Context: an optimization exercise on an open-source flow, tuned for small area and a short achievable clock period. The choices shown serve that exercise and are no tape-out recipe. RTL that was checked went through simulation tests only; none was proved equivalent to the original. No activity file was given, so power comes from the tool's default toggle rates.

Design cpu8, start of the top module:
module cpu8(clk,rst,IR,Data_in,PC,MW_out,Address,Data_out,R0d,R1d,R2d,R3d,R4d,R5d,R6d,R7d);
input clk,rst;
input [15:0] IR;
input [7:0] Data_in;
output [7:0] PC;
output MW_out;
output [7:0] Address,Data_out,R0d,R1d,R2d,R3d,R4d,R5d,R6d,R7d;
reg [7:0] PC;
reg [7:0] R0d,R1d,R2d,R3d,R4d,R5d,R6d,R7d;
wire [2:0] DA = IR[8:6];
wire [2:0] AA = IR[5:3];
wire [2:0] BA = IR[2:0];
wire MB = IR[15];
wire MD = IR[13];
wire RW = ~IR[14];
wire MW = IR[14] & ~IR[15];
wire PL = IR[14] & IR[15];
wire JB = IR[13];
wire BC = IR[9];
wire [3:0] FS = {IR[12:10], ~PL & IR[9]};
reg [7:0] A, Bd;
always @(*) begin
	case (AA)
	3'd0: A = R0d; 3'd1: A = R1d; 3'd2: A = R2d; 3'd3: A = R3d;
	3'd4: A = R4d; 3'd5: A = R5d; 3'd6: A = R6d; default: A = R7d;
	endcase
	case (BA)
	3'd0: Bd = R0d; 3'd1: Bd = R1d; 3'd2: Bd = R2d; 3'd3: Bd = R3d;
	3'd4: Bd = R4d; 3'd5: Bd = R5d; 3'd6: Bd = R6d; default: Bd = R7d;
	endcase
end
wire [7:0] B = MB ? {5'b00000, IR[2:0]} : Bd;
wire [7:0] X = FS[2] ? (FS[1] ? 8'hFF : ~B) : (FS[1] ? B : 8'h00);
wire [8:0] S9 = {A, 1'b1} + {X, FS[0]};
wire [7:0] S = S9[8:1];
reg [7:0] L;
always @(*) begin
	case (FS[2:0])
	3'd0: L = A & B;
	3'd1: L = A | B;
	3'd2: L = A ^ B;
	3'd3: L = ~A;
	3'd4: L = B;
	3'd5: L = {1'b0, B[7:1]};
	3'd6: L = {B[6:0], 1'b0};
	default: L = 8'h00;
	endcase
end
wire [7:0] G = FS[3] ? L : S;
wire [7:0] BusD = MD ? Data_in : G;
wire WE = RW & ~rst;
always @(posedge clk) begin
	if (WE && DA == 3'd0) R0d <= BusD;
	if (WE && DA == 3'd1) R1d <= BusD;
	if (WE && DA == 3'd2) R2d <= BusD;
	if (WE && DA == 3'd3) R3d <= BusD;
	if (WE && DA == 3'd4) R4d <= BusD;
	if (WE && DA == 3'd5) R5d <= BusD;
	if (WE && DA == 3'd6) R6d <= BusD;
	if (WE && DA == 3'd7) R7d <= BusD;
end
assign MW_out = MW & ~rst;
assign Address = A;
assign Data_out = B;
wire [2:0] f = IR[12:10];
wire [2:0] K = IR[2:0];
wire hz = ~|A[7:3];
wire h1 = (A[7:3] == 5'b00001);
wire ho = &A[7:3];
wire t0 = ~|A[6:3];
wire t1 = &A[6:3];
  ...
Settings: LEC_CHECK=0, CAP_MARGIN=20, CORE_MARGIN=2, CORE_UTILIZATION=40, SETUP_SLACK_MARGIN=3, SLEW_MARGIN=20; clock period 7.0 ns.
standard.sh (not shown) runs the stock make flow with config.mk's settings and CLKGATE_MAP_FILE= SYNTH_SCRIPT=/design/flow/synth_recipe.tcl, a recipe that flattens the netlist after the stock synthesis.
==> flow/flow/run.sh <==
#!/bin/bash
set -o pipefail
export BUFFER_PORTS_ARGS="-buffer_cell sky130_fd_sc_hd__buf_2"
export SETUP_MOVE_SEQUENCE="unbuffer,sizeup,swap"
bash standard.sh finish > standard.log 2>&1
Edit:
==> flow/flow/run.sh (replaced) <==
#!/bin/bash
set -o pipefail
export BUFFER_PORTS_ARGS="-buffer_cell sky130_fd_sc_hd__buf_2"
export POST_GLOBAL_PLACE_TCL=$(pwd)/flow/small_out_bufs.tcl
export CTS_ARGS="-sink_clustering_enable -repair_clock_nets -dont_use_dummy_load -buf_list sky130_fd_sc_hd__clkbuf_8"
bash standard.sh finish > standard.log 2>&1
==> flow/flow/small_out_bufs.tcl (new file) <==
# Ports fed straight from registers (R0d..R7d, PC) are not timing-critical:
# give them the smallest buffer instead of the one buffer_ports used.
set db [ord::get_db]
set block [ord::get_db_block]
set small [$db findMaster sky130_fd_sc_hd__buf_1]
set n 0
foreach bt [$block getBTerms] {
  if {![regexp {^(R[0-7]d|PC)\[} [$bt getName]]} { continue }
  set net [$bt getNet]
  if {$net eq "NULL"} { continue }
  foreach it [$net getITerms] {
    if {[$it isOutputSignal]} {
      set inst [$it getInst]
      if {[[$inst getMaster] getName] eq "sky130_fd_sc_hd__buf_2"} { $inst swapMaster $small; incr n }
    }
  }
}
puts "small_out_bufs: $n output buffers resized to buf_1"
SETUP_SLACK_MARGIN = 2.75   (was 3)
After rerunning: Routed wire length rises by 6.3%; sequential cell count is unchanged; power is lower by 13%; final area grows by 0.57%; worst hold slack got worse by 0.0069 ns.

---

The RTL this note starts from:
==> flow/design.v <==
module cpu8(clk,rst,IR,Data_in,PC,MW_out,Address,Data_out,R0d,R1d,R2d,R3d,R4d,R5d,R6d,R7d);
input clk,rst;
input [15:0] IR;
input [7:0] Data_in;
output [7:0] PC;
output MW_out;
output [7:0] Address,Data_out,R0d,R1d,R2d,R3d,R4d,R5d,R6d,R7d;
reg [7:0] PC;
reg [7:0] R0d,R1d,R2d,R3d,R4d,R5d,R6d,R7d;
wire [2:0] DA = IR[8:6];
wire [2:0] AA = IR[5:3];
wire [2:0] BA = IR[2:0];
wire MB = IR[15];
wire MD = IR[13];
wire RW = ~IR[14];
wire MW = IR[14] & ~IR[15];
wire PL = IR[14] & IR[15];
wire JB = IR[13];
wire BC = IR[9];
wire [3:0] FS = {IR[12:10], ~PL & IR[9]};
reg [7:0] A, Bd;
always @(*) begin
	case (AA)
	3'd0: A = R0d; 3'd1: A = R1d; 3'd2: A = R2d; 3'd3: A = R3d;
	3'd4: A = R4d; 3'd5: A = R5d; 3'd6: A = R6d; default: A = R7d;
	endcase
	case (BA)
	3'd0: Bd = R0d; 3'd1: Bd = R1d; 3'd2: Bd = R2d; 3'd3: Bd = R3d;
	3'd4: Bd = R4d; 3'd5: Bd = R5d; 3'd6: Bd = R6d; default: Bd = R7d;
	endcase
end
wire [7:0] B = MB ? {5'b00000, IR[2:0]} : Bd;
wire [7:0] x1, x0;    
genvar gx;
generate for (gx = 0; gx < 8; gx = gx + 1) begin : xs
	if (gx < 3) begin : lo
		wire xk = IR[gx] ? (FS[3] | FS[1]) : (~FS[3] & FS[2]);    
		assign x1[gx] = MB ? xk : (FS[3] | FS[1]);
		assign x0[gx] = MB ? xk : (~FS[3] & FS[2]);
	end else begin : hi
		assign x1[gx] = MB ? (~FS[3] & FS[2]) : (FS[3] | FS[1]);
		assign x0[gx] = ~FS[3] & FS[2];
	end
end endgenerate
wire [7:0] X = (Bd & x1) | (~Bd & x0);
wire ci = FS[0];
wire [7:0] g = A & X;
wire [7:0] t = A | X;
wire [7:0] G1, T1, G2, T2, G3;
assign G1[0] = g[0] | (t[0] & ci);
assign T1[0] = 1'b0;
generate for (gx = 1; gx < 8; gx = gx + 1) begin : k1
	assign G1[gx] = g[gx] | (t[gx] & g[gx-1]);
	assign T1[gx] = t[gx] & t[gx-1];
end endgenerate
assign G2[0] = G1[0];
assign T2[0] = 1'b0;
assign G2[1] = G1[1] | (T1[1] & ci);
assign T2[1] = 1'b0;
generate for (gx = 2; gx < 8; gx = gx + 1) begin : k2
	assign G2[gx] = G1[gx] | (T1[gx] & G1[gx-2]);
	assign T2[gx] = T1[gx] & T1[gx-2];
end endgenerate
assign G3[1:0] = G2[1:0];
assign G3[3:2] = G2[3:2] | (T2[3:2] & {2{ci}});
generate for (gx = 4; gx < 8; gx = gx + 1) begin : k3
	assign G3[gx] = G2[gx] | (T2[gx] & G2[gx-4]);
end endgenerate
wire [7:0] c = {G3[6:0], ci};          
wire [7:0] S = A ^ (X ^ c);
wire [7:0] Bs = FS[1] ? (FS[0] ? 8'h00 : {B[6:0], 1'b0}) : (FS[0] ? {1'b0, B[7:1]} : B);
reg [7:0] L;
always @(*) begin
	case (FS[2:0])
	3'd0: L = g;           
	3'd1: L = t;           
	3'd2: L = t & ~g;      
	3'd3: L = ~A;
	default: L = Bs;
	endcase
end
wire [7:0] G = FS[3] ? L : S;
wire [7:0] BusD = MD ? Data_in : G;
wire WE = RW & ~rst;
always @(posedge clk) begin
	if (WE && DA == 3'd0) R0d <= BusD;
	if (WE && DA == 3'd1) R1d <= BusD;
	if (WE && DA == 3'd2) R2d <= BusD;
	if (WE && DA == 3'd3) R3d <= BusD;
	if (WE && DA == 3'd4) R4d <= BusD;
	if (WE && DA == 3'd5) R5d <= BusD;
	if (WE && DA == 3'd6) R6d <= BusD;
	if (WE && DA == 3'd7) R7d <= BusD;
end
assign MW_out = MW & ~rst;
assign Address = A;
assign Data_out = B;
wire [2:0] f = IR[12:10];
wire [2:0] K = IR[2:0];
reg [7:0] T8, MC;
always @(*) begin
	case ({f, K})
	6'd0: T8 = 8'h00;
	6'd1: T8 = 8'h00;
	6'd2: T8 = 8'h00;
	6'd3: T8 = 8'h00;
	6'd4: T8 = 8'h00;
	6'd5: T8 = 8'h00;
	6'd6: T8 = 8'h00;
	6'd7: T8 = 8'h00;
	6'd8: T8 = 8'h00;
	6'd9: T8 = 8'hff;
	6'd10: T8 = 8'hfe;
	6'd11: T8 = 8'hfd;
	6'd12: T8 = 8'hfc;
	6'd13: T8 = 8'hfb;
	6'd14: T8 = 8'hfa;
	6'd15: T8 = 8'hf9;
	6'd16: T8 = 8'h01;
	6'd17: T8 = 8'h02;
	6'd18: T8 = 8'h03;
	6'd19: T8 = 8'h04;
	6'd20: T8 = 8'h05;
	6'd21: T8 = 8'h06;
	6'd22: T8 = 8'h07;
	6'd23: T8 = 8'h08;
	6'd24: T8 = 8'h01;
	6'd25: T8 = 8'h01;
	6'd26: T8 = 8'h01;
	6'd27: T8 = 8'h01;
	6'd28: T8 = 8'h01;
	6'd29: T8 = 8'h01;
	6'd30: T8 = 8'h01;
	6'd31: T8 = 8'h01;
	6'd32: T8 = 8'h00;
	6'd33: T8 = 8'h00;
	6'd34: T8 = 8'h00;
	6'd35: T8 = 8'h00;
	6'd36: T8 = 8'h00;
	6'd37: T8 = 8'h00;
	6'd38: T8 = 8'h00;
	6'd39: T8 = 8'h00;
	6'd40: T8 = 8'h00;
	6'd41: T8 = 8'h01;
	6'd42: T8 = 8'h02;
	6'd43: T8 = 8'h03;
	6'd44: T8 = 8'h04;
	6'd45: T8 = 8'h05;
	6'd46: T8 = 8'h06;
	6'd47: T8 = 8'h07;
	6'd48: T8 = 8'h00;
	6'd49: T8 = 8'h00;
	6'd50: T8 = 8'h00;
	6'd51: T8 = 8'h00;
	6'd52: T8 = 8'h00;
	6'd53: T8 = 8'h00;
	6'd54: T8 = 8'h00;
	6'd55: T8 = 8'h00;
	6'd56: T8 = 8'h00;
	6'd57: T8 = 8'h00;
	6'd58: T8 = 8'h00;
	6'd59: T8 = 8'h00;
	6'd60: T8 = 8'h00;
	6'd61: T8 = 8'h00;
	6'd62: T8 = 8'h00;
	6'd63: T8 = 8'h00;
	endcase
	case ({f, K})
	6'd0: MC = 8'hfe;
	6'd1: MC = 8'hfc;
	6'd2: MC = 8'hf8;
	6'd3: MC = 8'hf0;
	6'd4: MC = 8'he0;
	6'd5: MC = 8'hc0;
	6'd6: MC = 8'h80;
	6'd7: MC = 8'h00;
	6'd8: MC = 8'h00;
	6'd9: MC = 8'h80;
	6'd10: MC = 8'hc0;
	6'd11: MC = 8'he0;
	6'd12: MC = 8'hf0;
	6'd13: MC = 8'hf8;
	6'd14: MC = 8'hfc;
	6'd15: MC = 8'hfe;
	6'd16: MC = 8'hfe;
	6'd17: MC = 8'hfc;
	6'd18: MC = 8'hf8;
	6'd19: MC = 8'hf0;
	6'd20: MC = 8'he0;
	6'd21: MC = 8'hc0;
	6'd22: MC = 8'h80;
	6'd23: MC = 8'h00;
	6'd24: MC = 8'hfe;
	6'd25: MC = 8'hfe;
	6'd26: MC = 8'hfe;
	6'd27: MC = 8'hfe;
	6'd28: MC = 8'hfe;
	6'd29: MC = 8'hfe;
	6'd30: MC = 8'hfe;
	6'd31: MC = 8'hfe;
	6'd32: MC = 8'hfe;
	6'd33: MC = 8'hfc;
	6'd34: MC = 8'hf8;
	6'd35: MC = 8'hf0;
	6'd36: MC = 8'he0;
	6'd37: MC = 8'hc0;
	6'd38: MC = 8'h80;
	6'd39: MC = 8'h00;
	6'd40: MC = 8'hfe;
	6'd41: MC = 8'hfe;
	6'd42: MC = 8'hfe;
	6'd43: MC = 8'hfe;
	6'd44: MC = 8'hfe;
	6'd45: MC = 8'hfe;
	6'd46: MC = 8'hfe;
	6'd47: MC = 8'hfe;
	6'd48: MC = 8'hfe;
	6'd49: MC = 8'hfc;
	6'd50: MC = 8'hf8;
	6'd51: MC = 8'hf0;
	6'd52: MC = 8'he0;
	6'd53: MC = 8'hc0;
	6'd54: MC = 8'h80;
	6'd55: MC = 8'h00;
	6'd56: MC = 8'hfe;
	6'd57: MC = 8'hfe;
	6'd58: MC = 8'hfe;
	6'd59: MC = 8'hfe;
	6'd60: MC = 8'hfe;
	6'd61: MC = 8'hfe;
	6'd62: MC = 8'hfe;
	6'd63: MC = 8'hfe;
	endcase
end
wire [7:0] Ad;
genvar gj;
generate for (gj = 0; gj < 8; gj = gj + 1) begin : dec
	assign Ad[gj] = (A[2:0] == gj);
end endgenerate
wire c3 = |(Ad & MC);
wire t0 = ~|A[6:3];
wire t1 = &A[6:3];
wire Zc = (A == T8);
reg Zb, Nb;
always @(*) begin
	case (f)
	3'd0, 3'd5: begin Zb = Zc; Nb = A[7]; end
	3'd1: begin Zb = Zc; Nb = A[7] ^ (c3 & t1); end
	3'd2, 3'd3: begin Zb = Zc; Nb = A[7] ^ (~c3 & t0); end
	3'd4: begin Zb = ((A[2:0] & K) == 3'd0); Nb = 1'b0; end
	default: begin Zb = (K == 3'd0); Nb = 1'b0; end
	endcase
end
wire jump = PL & JB;
wire branch = PL & ~JB & (BC ? Nb : Zb);
wire [7:0] ic;
assign ic[0] = 1'b1;
genvar gi;
generate for (gi = 1; gi < 8; gi = gi + 1) begin : inc
	assign ic[gi] = ic[gi-1] & PC[gi-1];
end endgenerate
wire [7:0] PC_inc = PC ^ ic;
wire [7:0] PC_br = PC + {2'b00, IR[8:6], IR[2:0]};
wire sj = ~rst & jump;
wire sb = ~rst & branch;
wire si = ~rst & ~jump & ~branch;
always @(posedge clk)
	PC <= ({8{sj}} & A) | ({8{sb}} & PC_br) | ({8{si}} & PC_inc);
endmodule
export LEC_CHECK = 0
export CAP_MARGIN = 20
export CORE_MARGIN = 2
export CORE_UTILIZATION = 40
export SETUP_SLACK_MARGIN = 2.5
export SLEW_MARGIN = 20
create_clock -name core_clock -period 7.0 [get_ports {clk}]
==> flow/flow/run.sh <==
#!/bin/bash
# Layout flow: the standard ORFS flow (standard.sh) with these changes:
#  - synthesis leaves adders to ABC (no half/full adder cell extraction), so
#    the carry logic is mapped for delay together with the rest; registers
#    are the same as in the standard synthesis
#  - plain buffers (not delay cells) on the ports; the smallest one on ports
#    driven straight by registers (R0d..R7d, PC)
#  - a clock tree of clkbuf_8 without dummy loads
# Every tool's output is in the ORFS logs under orfs/logs; make's in standard.log.
set -o pipefail
export ADDER_MAP_FILE=
export BUFFER_PORTS_ARGS="-buffer_cell sky130_fd_sc_hd__buf_2"
export POST_GLOBAL_PLACE_TCL=$(pwd)/flow/small_out_bufs.tcl
export CTS_ARGS="-sink_clustering_enable -repair_clock_nets -dont_use_dummy_load -buf_list sky130_fd_sc_hd__clkbuf_8"
bash standard.sh finish > standard.log 2>&1
==> flow/flow/small_out_bufs.tcl <==
# Ports fed straight from registers (R0d..R7d, PC) are not timing-critical:
# give them the smallest buffer instead of the one buffer_ports used.
set db [ord::get_db]
set block [ord::get_db_block]
set small [$db findMaster sky130_fd_sc_hd__buf_1]
set n 0
foreach bt [$block getBTerms] {
  if {![regexp {^(R[0-7]d|PC)\[} [$bt getName]]} { continue }
  set net [$bt getNet]
  if {$net eq "NULL"} { continue }
  foreach it [$net getITerms] {
    if {[$it isOutputSignal]} {
      set inst [$it getInst]
      if {[[$inst getMaster] getName] eq "sky130_fd_sc_hd__buf_2"} { $inst swapMaster $small; incr n }
    }
  }
}
puts "small_out_bufs: $n output buffers resized to buf_1"
The first run completed without violations.
Then changed:
- ABC_AREA: unset -> 1
- SETUP_SLACK_MARGIN: 2.5 -> 3.0
What happened: The new run went through all stages and came out clean. Setup slack improves by 280 ps. Maximum frequency went up by a few percent. Clock-buffer cell count stays the same.
Then changed:
- SETUP_SLACK_MARGIN: 3.0 -> 2.5
=> The changed run ran to the end with no violations; synthesized cell count is unchanged; routed wire length decreases by a few percent; critical path depth falls by 1; die area is unchanged; area after synthesis stays the same; setup slack loses 290 ps; power came out lower by a few percent; cell area falls by roughly a tenth; clock power is about the same.
No functional check of the RTL was part of any run of this note.

==> static timing again, ports no longer ideal <==
How much do the figures lean on ideal ports? The routed layouts below were timed once more, with nothing changed but the port constraints.
Step 1, drivers: a clkbuf_16 drives clk and a buf_2 each remaining input, both assumed.
Step 2 adds t to the input delays and takes it off the output delays; t is the mean of the earliest and latest rising clock arrival at the registers after step 1. Input paths then give back, and output paths get back, about the clock's delay inside the block.
a / b / c = no drivers / after step 1 / after step 2; a / b = the first two.
| run | shift t [ns] | setup slack, ns | clock arrival spread, ns | pins driven straight from the clock port |
|---|---|---|---|---|
| the first run of note 1 | 0.375 | 2.608 / 2.582 / 2.207 | 0.012 / 0.012 | 1 |
| the second run of note 1 | 0.382 | 2.659 / 2.507 / 2.125 | 0.018 / 0.018 | 1 |
| the first run of note 2 | 0.371 | 2.613 / 2.585 / 2.290 | 0.030 / 0.029 | 1 |
| the second run of note 2 | 0.396 | 2.897 / 2.848 / 2.728 | 0.019 / 0.019 | 1 |
| the third run of note 2 | 0.396 | 2.610 / 2.584 / 2.368 | 0.020 / 0.021 | 1 |
After both steps every run listed still meets setup and hold. For the second run of note 1, which loses most, drivers alone change the setup slack by -0.152 ns; drivers and shift together by -0.534 ns.
